This is an optimization exercise on Yosys and OpenROAD, whose aim is small area, a short achievable clock period and few clock cycles per item, not a production implementation.

==> trial 94: inputs <==
// alu
module alu (
	output reg [31:0] result,
	output cout,
	output done,
	input [31:0] ain,
	input [31:0] bin,
	input [2:0] alu_op,
	input
		cin,
		start,
		CLK,
		reset
);
	wire [31:0] sum, diff, rem;
	wire nb;
	wire lt = ~nb;
	wire [31:0] p = ain ^ bin;
	wire [31:0] g = ain & bin;
	add32 add1 (.p0(p), .g0(g), .ci(cin), .s(sum), .co(cout));
	add32 sub1 (.p0(~p), .g0(ain & p), .ci(1'b1), .s(diff), .co(nb));
	mod mod1 (
		.res(rem),
		.done(done),
		.ain(ain),
		.bin(bin),
		.lt(lt),
		.diff(diff),
		.start(start),
		.CLK(CLK),
		.reset(reset)
	);
	always @(*)
		case (alu_op)
			3'd0: result = g;
			3'd1: result = g | p;
			3'd2: result = p;
			3'd3: result = ~(g | p);
			3'd4: result = {31'b0, lt};
			3'd5: result = sum;
			3'd6: result = diff;
			default: result = rem;
		endcase
endmodule
Settings: LEC_CHECK=0, ABC_AREA=1, CAP_MARGIN=20, CORE_MARGIN=2, CORE_UTILIZATION=60, CTS_BUF_LIST=sky130_fd_sc_hd__clkbuf_8, SETUP_SLACK_MARGIN=3.0, SLEW_MARGIN=20, TNS_END_PERCENT=10; clock period 11.0 ns.
standard.sh (not shown) runs the stock make flow with config.mk's settings and CLKGATE_MAP_FILE= SYNTH_SCRIPT=/design/flow/synth_recipe.tcl, a recipe that flattens the netlist after the stock synthesis.
==> flow/flow/run.sh <==
#!/bin/bash
export BUFFER_PORTS_ARGS="-buffer_cell sky130_fd_sc_hd__buf_1"
bash standard.sh > standard.log 2>&1
==> build 57: changes against trial 94 <==
--- a/flow/design.v
+++ b/flow/design.v
@@ -1,8 +1,11 @@
-module add32 (input [31:0] p0, input [31:0] g0, input ci, output [31:0] s, output co);
+module add32 (input [31:0] a, input [31:0] b, input ci, output [31:0] s, output co);
+	wire [31:0] bx = b;
+	wire [31:0] p0 = a ^ bx;
+	wire [31:0] g0 = a & bx;
 	wire g_0_1 = g0[0] | (p0[0] & ci);
 	wire g_0_3 = g0[2] | (p0[2] & g0[1]);
 	wire p_0_3 = p0[2] & p0[1];
 	wire g_0_5 = g0[4] | (p0[4] & g0[3]);
 	wire p_0_5 = p0[4] & p0[3];
 	wire g_0_7 = g0[6] | (p0[6] & g0[5]);
 	wire p_0_7 = p0[6] & p0[5];
@@ -26,146 +29,222 @@
 	wire p_0_25 = p0[24] & p0[23];
 	wire g_0_27 = g0[26] | (p0[26] & g0[25]);
 	wire p_0_27 = p0[26] & p0[25];
 	wire g_0_29 = g0[28] | (p0[28] & g0[27]);
 	wire p_0_29 = p0[28] & p0[27];
 	wire g_0_31 = g0[30] | (p0[30] & g0[29]);
 	wire p_0_31 = p0[30] & p0[29];
-	wire g_1_2 = g0[1] | (p0[1] & g_0_1);
 	wire g_1_3 = g_0_3 | (p_0_3 & g_0_1);
-	wire g_1_6 = g0[5] | (p0[5] & g_0_5);
-	wire p_1_6 = p0[5] & p_0_5;
 	wire g_1_7 = g_0_7 | (p_0_7 & g_0_5);
 	wire p_1_7 = p_0_7 & p_0_5;
-	wire g_1_10 = g0[9] | (p0[9] & g_0_9);
-	wire p_1_10 = p0[9] & p_0_9;
 	wire g_1_11 = g_0_11 | (p_0_11 & g_0_9);
 	wire p_1_11 = p_0_11 & p_0_9;
-	wire g_1_14 = g0[13] | (p0[13] & g_0_13);
-	wire p_1_14 = p0[13] & p_0_13;
 	wire g_1_15 = g_0_15 | (p_0_15 & g_0_13);
 	wire p_1_15 = p_0_15 & p_0_13;
-	wire g_1_18 = g0[17] | (p0[17] & g_0_17);
-	wire p_1_18 = p0[17] & p_0_17;
 	wire g_1_19 = g_0_19 | (p_0_19 & g_0_17);
 	wire p_1_19 = p_0_19 & p_0_17;
-	wire g_1_22 = g0[21] | (p0[21] & g_0_21);
-	wire p_1_22 = p0[21] & p_0_21;
 	wire g_1_23 = g_0_23 | (p_0_23 & g_0_21);
 	wire p_1_23 = p_0_23 & p_0_21;
-	wire g_1_26 = g0[25] | (p0[25] & g_0_25);
-	wire p_1_26 = p0[25] & p_0_25;
 	wire g_1_27 = g_0_27 | (p_0_27 & g_0_25);
 	wire p_1_27 = p_0_27 & p_0_25;
-	wire g_1_30 = g0[29] | (p0[29] & g_0_29);
-	wire p_1_30 = p0[29] & p_0_29;
 	wire g_1_31 = g_0_31 | (p_0_31 & g_0_29);
 	wire p_1_31 = p_0_31 & p_0_29;
-	wire g_2_4 = g0[3] | (p0[3] & g_1_3);
-	wire g_2_5 = g_0_5 | (p_0_5 & g_1_3);
-	wire g_2_6 = g_1_6 | (p_1_6 & g_1_3);
 	wire g_2_7 = g_1_7 | (p_1_7 & g_1_3);
-	wire g_2_12 = g0[11] | (p0[11] & g_1_11);
-	wire p_2_12 = p0[11] & p_1_11;
-	wire g_2_13 = g_0_13 | (p_0_13 & g_1_11);
-	wire p_2_13 = p_0_13 & p_1_11;
-	wire g_2_14 = g_1_14 | (p_1_14 & g_1_11);
-	wire p_2_14 = p_1_14 & p_1_11;
 	wire g_2_15 = g_1_15 | (p_1_15 & g_1_11);
 	wire p_2_15 = p_1_15 & p_1_11;
-	wire g_2_20 = g0[19] | (p0[19] & g_1_19);
-	wire p_2_20 = p0[19] & p_1_19;
-	wire g_2_21 = g_0_21 | (p_0_21 & g_1_19);
-	wire p_2_21 = p_0_21 & p_1_19;
-	wire g_2_22 = g_1_22 | (p_1_22 & g_1_19);
-	wire p_2_22 = p_1_22 & p_1_19;
 	wire g_2_23 = g_1_23 | (p_1_23 & g_1_19);
 	wire p_2_23 = p_1_23 & p_1_19;
-	wire g_2_28 = g0[27] | (p0[27] & g_1_27);
-	wire p_2_28 = p0[27] & p_1_27;
-	wire g_2_29 = g_0_29 | (p_0_29 & g_1_27);
-	wire p_2_29 = p_0_29 & p_1_27;
-	wire g_2_30 = g_1_30 | (p_1_30 & g_1_27);
-	wire p_2_30 = p_1_30 & p_1_27;
 	wire g_2_31 = g_1_31 | (p_1_31 & g_1_27);
 	wire p_2_31 = p_1_31 & p_1_27;
-	wire g_3_8 = g0[7] | (p0[7] & g_2_7);
-	wire g_3_9 = g_0_9 | (p_0_9 & g_2_7);
-	wire g_3_10 = g_1_10 | (p_1_10 & g_2_7);
-	wire g_3_11 = g_1_11 | (p_1_11 & g_2_7);
-	wire g_3_12 = g_2_12 | (p_2_12 & g_2_7);
-	wire g_3_13 = g_2_13 | (p_2_13 & g_2_7);
-	wire g_3_14 = g_2_14 | (p_2_14 & g_2_7);
 	wire g_3_15 = g_2_15 | (p_2_15 & g_2_7);
-	wire g_3_24 = g0[23] | (p0[23] & g_2_23);
-	wire p_3_24 = p0[23] & p_2_23;
-	wire g_3_25 = g_0_25 | (p_0_25 & g_2_23);
-	wire p_3_25 = p_0_25 & p_2_23;
-	wire g_3_26 = g_1_26 | (p_1_26 & g_2_23);
-	wire p_3_26 = p_1_26 & p_2_23;
-	wire g_3_27 = g_1_27 | (p_1_27 & g_2_23);
-	wire p_3_27 = p_1_27 & p_2_23;
-	wire g_3_28 = g_2_28 | (p_2_28 & g_2_23);
-	wire p_3_28 = p_2_28 & p_2_23;
-	wire g_3_29 = g_2_29 | (p_2_29 & g_2_23);
-	wire p_3_29 = p_2_29 & p_2_23;
-	wire g_3_30 = g_2_30 | (p_2_30 & g_2_23);
-	wire p_3_30 = p_2_30 & p_2_23;
 	wire g_3_31 = g_2_31 | (p_2_31 & g_2_23);
 	wire p_3_31 = p_2_31 & p_2_23;
-	wire g_4_16 = g0[15] | (p0[15] & g_3_15);
-	wire g_4_17 = g_0_17 | (p_0_17 & g_3_15);
-	wire g_4_18 = g_1_18 | (p_1_18 & g_3_15);
-	wire g_4_19 = g_1_19 | (p_1_19 & g_3_15);
-	wire g_4_20 = g_2_20 | (p_2_20 & g_3_15);
-	wire g_4_21 = g_2_21 | (p_2_21 & g_3_15);
-	wire g_4_22 = g_2_22 | (p_2_22 & g_3_15);
-	wire g_4_23 = g_2_23 | (p_2_23 & g_3_15);
-	wire g_4_24 = g_3_24 | (p_3_24 & g_3_15);
-	wire g_4_25 = g_3_25 | (p_3_25 & g_3_15);
-	wire g_4_26 = g_3_26 | (p_3_26 & g_3_15);
-	wire g_4_27 = g_3_27 | (p_3_27 & g_3_15);
-	wire g_4_28 = g_3_28 | (p_3_28 & g_3_15);
-	wire g_4_29 = g_3_29 | (p_3_29 & g_3_15);
-	wire g_4_30 = g_3_30 | (p_3_30 & g_3_15);
 	wire g_4_31 = g_3_31 | (p_3_31 & g_3_15);
-	wire g_5_32 = g0[31] | (p0[31] & g_4_31);
+	wire g_5_23 = g_2_23 | (p_2_23 & g_3_15);
+	wire g_6_11 = g_1_11 | (p_1_11 & g_2_7);
+	wire g_6_19 = g_1_19 | (p_1_19 & g_3_15);
+	wire g_6_27 = g_1_27 | (p_1_27 & g_5_23);
+	wire g_7_5 = g_0_5 | (p_0_5 & g_1_3);
+	wire g_7_9 = g_0_9 | (p_0_9 & g_2_7);
+	wire g_7_13 = g_0_13 | (p_0_13 & g_6_11);
+	wire g_7_17 = g_0_17 | (p_0_17 & g_3_15);
+	wire g_7_21 = g_0_21 | (p_0_21 & g_6_19);
+	wire g_7_25 = g_0_25 | (p_0_25 & g_5_23);
+	wire g_7_29 = g_0_29 | (p_0_29 & g_6_27);
+	wire g_8_2 = g0[1] | (p0[1] & g_0_1);
+	wire g_8_4 = g0[3] | (p0[3] & g_1_3);
+	wire g_8_6 = g0[5] | (p0[5] & g_7_5);
+	wire g_8_8 = g0[7] | (p0[7] & g_2_7);
+	wire g_8_10 = g0[9] | (p0[9] & g_7_9);
+	wire g_8_12 = g0[11] | (p0[11] & g_6_11);
+	wire g_8_14 = g0[13] | (p0[13] & g_7_13);
+	wire g_8_16 = g0[15] | (p0[15] & g_3_15);
+	wire g_8_18 = g0[17] | (p0[17] & g_7_17);
+	wire g_8_20 = g0[19] | (p0[19] & g_6_19);
+	wire g_8_22 = g0[21] | (p0[21] & g_7_21);
+	wire g_8_24 = g0[23] | (p0[23] & g_5_23);
+	wire g_8_26 = g0[25] | (p0[25] & g_7_25);
+	wire g_8_28 = g0[27] | (p0[27] & g_6_27);
+	wire g_8_30 = g0[29] | (p0[29] & g_7_29);
+	wire g_8_32 = g0[31] | (p0[31] & g_4_31);
 	assign s[0] = p0[0] ^ ci;
 	assign s[1] = p0[1] ^ g_0_1;
-	assign s[2] = p0[2] ^ g_1_2;
+	assign s[2] = p0[2] ^ g_8_2;
 	assign s[3] = p0[3] ^ g_1_3;
-	assign s[4] = p0[4] ^ g_2_4;
-	assign s[5] = p0[5] ^ g_2_5;
-	assign s[6] = p0[6] ^ g_2_6;
+	assign s[4] = p0[4] ^ g_8_4;
+	assign s[5] = p0[5] ^ g_7_5;
+	assign s[6] = p0[6] ^ g_8_6;
 	assign s[7] = p0[7] ^ g_2_7;
-	assign s[8] = p0[8] ^ g_3_8;
-	assign s[9] = p0[9] ^ g_3_9;
-	assign s[10] = p0[10] ^ g_3_10;
-	assign s[11] = p0[11] ^ g_3_11;
-	assign s[12] = p0[12] ^ g_3_12;
-	assign s[13] = p0[13] ^ g_3_13;
-	assign s[14] = p0[14] ^ g_3_14;
+	assign s[8] = p0[8] ^ g_8_8;
+	assign s[9] = p0[9] ^ g_7_9;
+	assign s[10] = p0[10] ^ g_8_10;
+	assign s[11] = p0[11] ^ g_6_11;
+	assign s[12] = p0[12] ^ g_8_12;
+	assign s[13] = p0[13] ^ g_7_13;
+	assign s[14] = p0[14] ^ g_8_14;
 	assign s[15] = p0[15] ^ g_3_15;
-	assign s[16] = p0[16] ^ g_4_16;
-	assign s[17] = p0[17] ^ g_4_17;
-	assign s[18] = p0[18] ^ g_4_18;
-	assign s[19] = p0[19] ^ g_4_19;
-	assign s[20] = p0[20] ^ g_4_20;
-	assign s[21] = p0[21] ^ g_4_21;
-	assign s[22] = p0[22] ^ g_4_22;
-	assign s[23] = p0[23] ^ g_4_23;
-	assign s[24] = p0[24] ^ g_4_24;
-	assign s[25] = p0[25] ^ g_4_25;
-	assign s[26] = p0[26] ^ g_4_26;
-	assign s[27] = p0[27] ^ g_4_27;
-	assign s[28] = p0[28] ^ g_4_28;
-	assign s[29] = p0[29] ^ g_4_29;
-	assign s[30] = p0[30] ^ g_4_30;
+	assign s[16] = p0[16] ^ g_8_16;
+	assign s[17] = p0[17] ^ g_7_17;
+	assign s[18] = p0[18] ^ g_8_18;
+	assign s[19] = p0[19] ^ g_6_19;
+	assign s[20] = p0[20] ^ g_8_20;
+	assign s[21] = p0[21] ^ g_7_21;
+	assign s[22] = p0[22] ^ g_8_22;
+	assign s[23] = p0[23] ^ g_5_23;
+	assign s[24] = p0[24] ^ g_8_24;
+	assign s[25] = p0[25] ^ g_7_25;
+	assign s[26] = p0[26] ^ g_8_26;
+	assign s[27] = p0[27] ^ g_6_27;
+	assign s[28] = p0[28] ^ g_8_28;
+	assign s[29] = p0[29] ^ g_7_29;
+	assign s[30] = p0[30] ^ g_8_30;
 	assign s[31] = p0[31] ^ g_4_31;
-	assign co = g_5_32;
+	assign co = g_8_32;
+endmodule
+module sub32 (input [31:0] a, input [31:0] b, input ci, output [31:0] s, output co);
+	wire [31:0] bx = ~b;
+	wire [31:0] p0 = a ^ bx;
+	wire [31:0] g0 = a & bx;
+	wire g_0_1 = g0[0] | (p0[0] & ci);
+	wire g_0_3 = g0[2] | (p0[2] & g0[1]);
+	wire p_0_3 = p0[2] & p0[1];
+	wire g_0_5 = g0[4] | (p0[4] & g0[3]);
+	wire p_0_5 = p0[4] & p0[3];
+	wire g_0_7 = g0[6] | (p0[6] & g0[5]);
+	wire p_0_7 = p0[6] & p0[5];
+	wire g_0_9 = g0[8] | (p0[8] & g0[7]);
+	wire p_0_9 = p0[8] & p0[7];
+	wire g_0_11 = g0[10] | (p0[10] & g0[9]);
+	wire p_0_11 = p0[10] & p0[9];
+	wire g_0_13 = g0[12] | (p0[12] & g0[11]);
+	wire p_0_13 = p0[12] & p0[11];
+	wire g_0_15 = g0[14] | (p0[14] & g0[13]);
+	wire p_0_15 = p0[14] & p0[13];
+	wire g_0_17 = g0[16] | (p0[16] & g0[15]);
+	wire p_0_17 = p0[16] & p0[15];
+	wire g_0_19 = g0[18] | (p0[18] & g0[17]);
+	wire p_0_19 = p0[18] & p0[17];
+	wire g_0_21 = g0[20] | (p0[20] & g0[19]);
+	wire p_0_21 = p0[20] & p0[19];
+	wire g_0_23 = g0[22] | (p0[22] & g0[21]);
+	wire p_0_23 = p0[22] & p0[21];
+	wire g_0_25 = g0[24] | (p0[24] & g0[23]);
+	wire p_0_25 = p0[24] & p0[23];
+	wire g_0_27 = g0[26] | (p0[26] & g0[25]);
+	wire p_0_27 = p0[26] & p0[25];
+	wire g_0_29 = g0[28] | (p0[28] & g0[27]);
+	wire p_0_29 = p0[28] & p0[27];
+	wire g_0_31 = g0[30] | (p0[30] & g0[29]);
+	wire p_0_31 = p0[30] & p0[29];
+	wire g_1_3 = g_0_3 | (p_0_3 & g_0_1);
+	wire g_1_7 = g_0_7 | (p_0_7 & g_0_5);
+	wire p_1_7 = p_0_7 & p_0_5;
+	wire g_1_11 = g_0_11 | (p_0_11 & g_0_9);
+	wire p_1_11 = p_0_11 & p_0_9;
+	wire g_1_15 = g_0_15 | (p_0_15 & g_0_13);
+	wire p_1_15 = p_0_15 & p_0_13;
+	wire g_1_19 = g_0_19 | (p_0_19 & g_0_17);
+	wire p_1_19 = p_0_19 & p_0_17;
+	wire g_1_23 = g_0_23 | (p_0_23 & g_0_21);
+	wire p_1_23 = p_0_23 & p_0_21;
+	wire g_1_27 = g_0_27 | (p_0_27 & g_0_25);
+	wire p_1_27 = p_0_27 & p_0_25;
+	wire g_1_31 = g_0_31 | (p_0_31 & g_0_29);
+	wire p_1_31 = p_0_31 & p_0_29;
+	wire g_2_7 = g_1_7 | (p_1_7 & g_1_3);
+	wire g_2_15 = g_1_15 | (p_1_15 & g_1_11);
+	wire p_2_15 = p_1_15 & p_1_11;
+	wire g_2_23 = g_1_23 | (p_1_23 & g_1_19);
+	wire p_2_23 = p_1_23 & p_1_19;
+	wire g_2_31 = g_1_31 | (p_1_31 & g_1_27);
+	wire p_2_31 = p_1_31 & p_1_27;
+	wire g_3_15 = g_2_15 | (p_2_15 & g_2_7);
+	wire g_3_31 = g_2_31 | (p_2_31 & g_2_23);
+	wire p_3_31 = p_2_31 & p_2_23;
+	wire g_4_31 = g_3_31 | (p_3_31 & g_3_15);
+	wire g_5_23 = g_2_23 | (p_2_23 & g_3_15);
+	wire g_6_11 = g_1_11 | (p_1_11 & g_2_7);
+	wire g_6_19 = g_1_19 | (p_1_19 & g_3_15);
+	wire g_6_27 = g_1_27 | (p_1_27 & g_5_23);
+	wire g_7_5 = g_0_5 | (p_0_5 & g_1_3);
+	wire g_7_9 = g_0_9 | (p_0_9 & g_2_7);
+	wire g_7_13 = g_0_13 | (p_0_13 & g_6_11);
+	wire g_7_17 = g_0_17 | (p_0_17 & g_3_15);
+	wire g_7_21 = g_0_21 | (p_0_21 & g_6_19);
+	wire g_7_25 = g_0_25 | (p_0_25 & g_5_23);
+	wire g_7_29 = g_0_29 | (p_0_29 & g_6_27);
+	wire g_8_2 = g0[1] | (p0[1] & g_0_1);
+	wire g_8_4 = g0[3] | (p0[3] & g_1_3);
+	wire g_8_6 = g0[5] | (p0[5] & g_7_5);
+	wire g_8_8 = g0[7] | (p0[7] & g_2_7);
+	wire g_8_10 = g0[9] | (p0[9] & g_7_9);
+	wire g_8_12 = g0[11] | (p0[11] & g_6_11);
+	wire g_8_14 = g0[13] | (p0[13] & g_7_13);
+	wire g_8_16 = g0[15] | (p0[15] & g_3_15);
+	wire g_8_18 = g0[17] | (p0[17] & g_7_17);
+	wire g_8_20 = g0[19] | (p0[19] & g_6_19);
+	wire g_8_22 = g0[21] | (p0[21] & g_7_21);
+	wire g_8_24 = g0[23] | (p0[23] & g_5_23);
+	wire g_8_26 = g0[25] | (p0[25] & g_7_25);
+	wire g_8_28 = g0[27] | (p0[27] & g_6_27);
+	wire g_8_30 = g0[29] | (p0[29] & g_7_29);
+	wire g_8_32 = g0[31] | (p0[31] & g_4_31);
+	assign s[0] = p0[0] ^ ci;
+	assign s[1] = p0[1] ^ g_0_1;
+	assign s[2] = p0[2] ^ g_8_2;
+	assign s[3] = p0[3] ^ g_1_3;
+	assign s[4] = p0[4] ^ g_8_4;
+	assign s[5] = p0[5] ^ g_7_5;
+	assign s[6] = p0[6] ^ g_8_6;
+	assign s[7] = p0[7] ^ g_2_7;
+	assign s[8] = p0[8] ^ g_8_8;
+	assign s[9] = p0[9] ^ g_7_9;
+	assign s[10] = p0[10] ^ g_8_10;
+	assign s[11] = p0[11] ^ g_6_11;
+	assign s[12] = p0[12] ^ g_8_12;
+	assign s[13] = p0[13] ^ g_7_13;
+	assign s[14] = p0[14] ^ g_8_14;
+	assign s[15] = p0[15] ^ g_3_15;
+	assign s[16] = p0[16] ^ g_8_16;
+	assign s[17] = p0[17] ^ g_7_17;
+	assign s[18] = p0[18] ^ g_8_18;
+	assign s[19] = p0[19] ^ g_6_19;
+	assign s[20] = p0[20] ^ g_8_20;
+	assign s[21] = p0[21] ^ g_7_21;
+	assign s[22] = p0[22] ^ g_8_22;
+	assign s[23] = p0[23] ^ g_5_23;
+	assign s[24] = p0[24] ^ g_8_24;
+	assign s[25] = p0[25] ^ g_7_25;
+	assign s[26] = p0[26] ^ g_8_26;
+	assign s[27] = p0[27] ^ g_6_27;
+	assign s[28] = p0[28] ^ g_8_28;
+	assign s[29] = p0[29] ^ g_7_29;
+	assign s[30] = p0[30] ^ g_8_30;
+	assign s[31] = p0[31] ^ g_4_31;
+	assign co = g_8_32;
 endmodule
 module div_step (
 	input [31:0] r,
 	input x,
 	input [31:0] b,
 	output [31:0] ro
 );
@@ -546,34 +625,32 @@
 		start,
 		CLK,
 		reset
 );
 	wire [31:0] sum, diff, rem;
 	wire nb;
 	wire lt = ~nb;
-	wire [31:0] p = ain ^ bin;
-	wire [31:0] g = ain & bin;
-	add32 add1 (.p0(p), .g0(g), .ci(cin), .s(sum), .co(cout));
-	add32 sub1 (.p0(~p), .g0(ain & p), .ci(1'b1), .s(diff), .co(nb));
+	add32 add1 (.a(ain), .b(bin), .ci(cin), .s(sum), .co(cout));
+	sub32 sub1 (.a(ain), .b(bin), .ci(1'b1), .s(diff), .co(nb));
 	mod mod1 (
 		.res(rem),
 		.done(done),
 		.ain(ain),
 		.bin(bin),
 		.lt(lt),
 		.diff(diff),
 		.start(start),
 		.CLK(CLK),
 		.reset(reset)
 	);
 	always @(*)
 		case (alu_op)
-			3'd0: result = g;
-			3'd1: result = g | p;
-			3'd2: result = p;
-			3'd3: result = ~(g | p);
+			3'd0: result = ain & bin;
+			3'd1: result = ain | bin;
+			3'd2: result = ain ^ bin;
+			3'd3: result = ~(ain | bin);
 			3'd4: result = {31'b0, lt};
 			3'd5: result = sum;
 			3'd6: result = diff;
 			default: result = rem;
 		endcase
 endmodule
--- a/flow/config.mk
+++ b/flow/config.mk
@@ -6,10 +6,10 @@
 export NUM_CORES = 4
 export LEC_CHECK = 0
 export ABC_AREA = 1
 export CAP_MARGIN = 20
 export CORE_MARGIN = 2
 export CORE_UTILIZATION = 60
 export CTS_BUF_LIST = sky130_fd_sc_hd__clkbuf_8
-export SETUP_SLACK_MARGIN = 3.0
+export SETUP_SLACK_MARGIN = 2.6
 export SLEW_MARGIN = 20
 export TNS_END_PERCENT = 10
==> run summary <==
| quantity | trial 94 | build 57 |
|---|---|---|
| Run status | timing/DRC/antenna clean | timing/DRC/antenna clean |
| Share of post-route cells with drive strength above 1 | 9.35% | 8.02% |
| Core Area | 25300 sq um | 25000 sq um |
| Clk cell area share | 1.22% | 1.22% |
| Area used by sequential logic in the layout | 1820 sq um | 1820 sq um |
| Multi-input gate area | 12600 sq um | 12200 sq um |
| Number of library cell types mapped by synthesis | 71 | 65 |
| Adder-cell area share of the yosys netlist | 15.8% | 21.0% |
| Finished layout cell area | 17300 sq um | 16500 sq um |
| Antenna violations before repair | 2 | 1 |
| Count of buffer and inverter cells on the critical path | 4 | 3 |
| Last weighted congestion value of the routability-driven placer | 1.09 | 1.03 |
No run of this note included a check of the RTL's function; only the layout flow was run.

==> separate check: timing with driven ports <==
In the flow no input, the clock included, has a driving cell. The finished layouts below were timed again as built, in two steps.
Step 1, drivers: a clkbuf_16 drives CLK and a buf_2 each remaining input, both assumed.
Step 2, shift: input delay + t, output delay - t, t = (earliest + latest rising clock arrival at the registers) / 2. This alone moves slack from input paths to output paths.
a / b / c = ideal / step 1 / step 2; a / b = the first two.
| run | t, ns | setup WS [ns] | worst setup path at the end | cell pins on the clock port's net |
|---|---|---|---|---|
| trial 94 | 0.416 | 3.091 / 3.064 / 3.010 | input to register | 1 |
| build 57 | 0.417 | 2.805 / 2.782 / 2.686 | input to register | 1 |
After both steps every run listed still meets setup and hold. The setup slack of build 57, which loses most, moves by -0.023 ns with the drivers and by -0.119 ns with both steps.
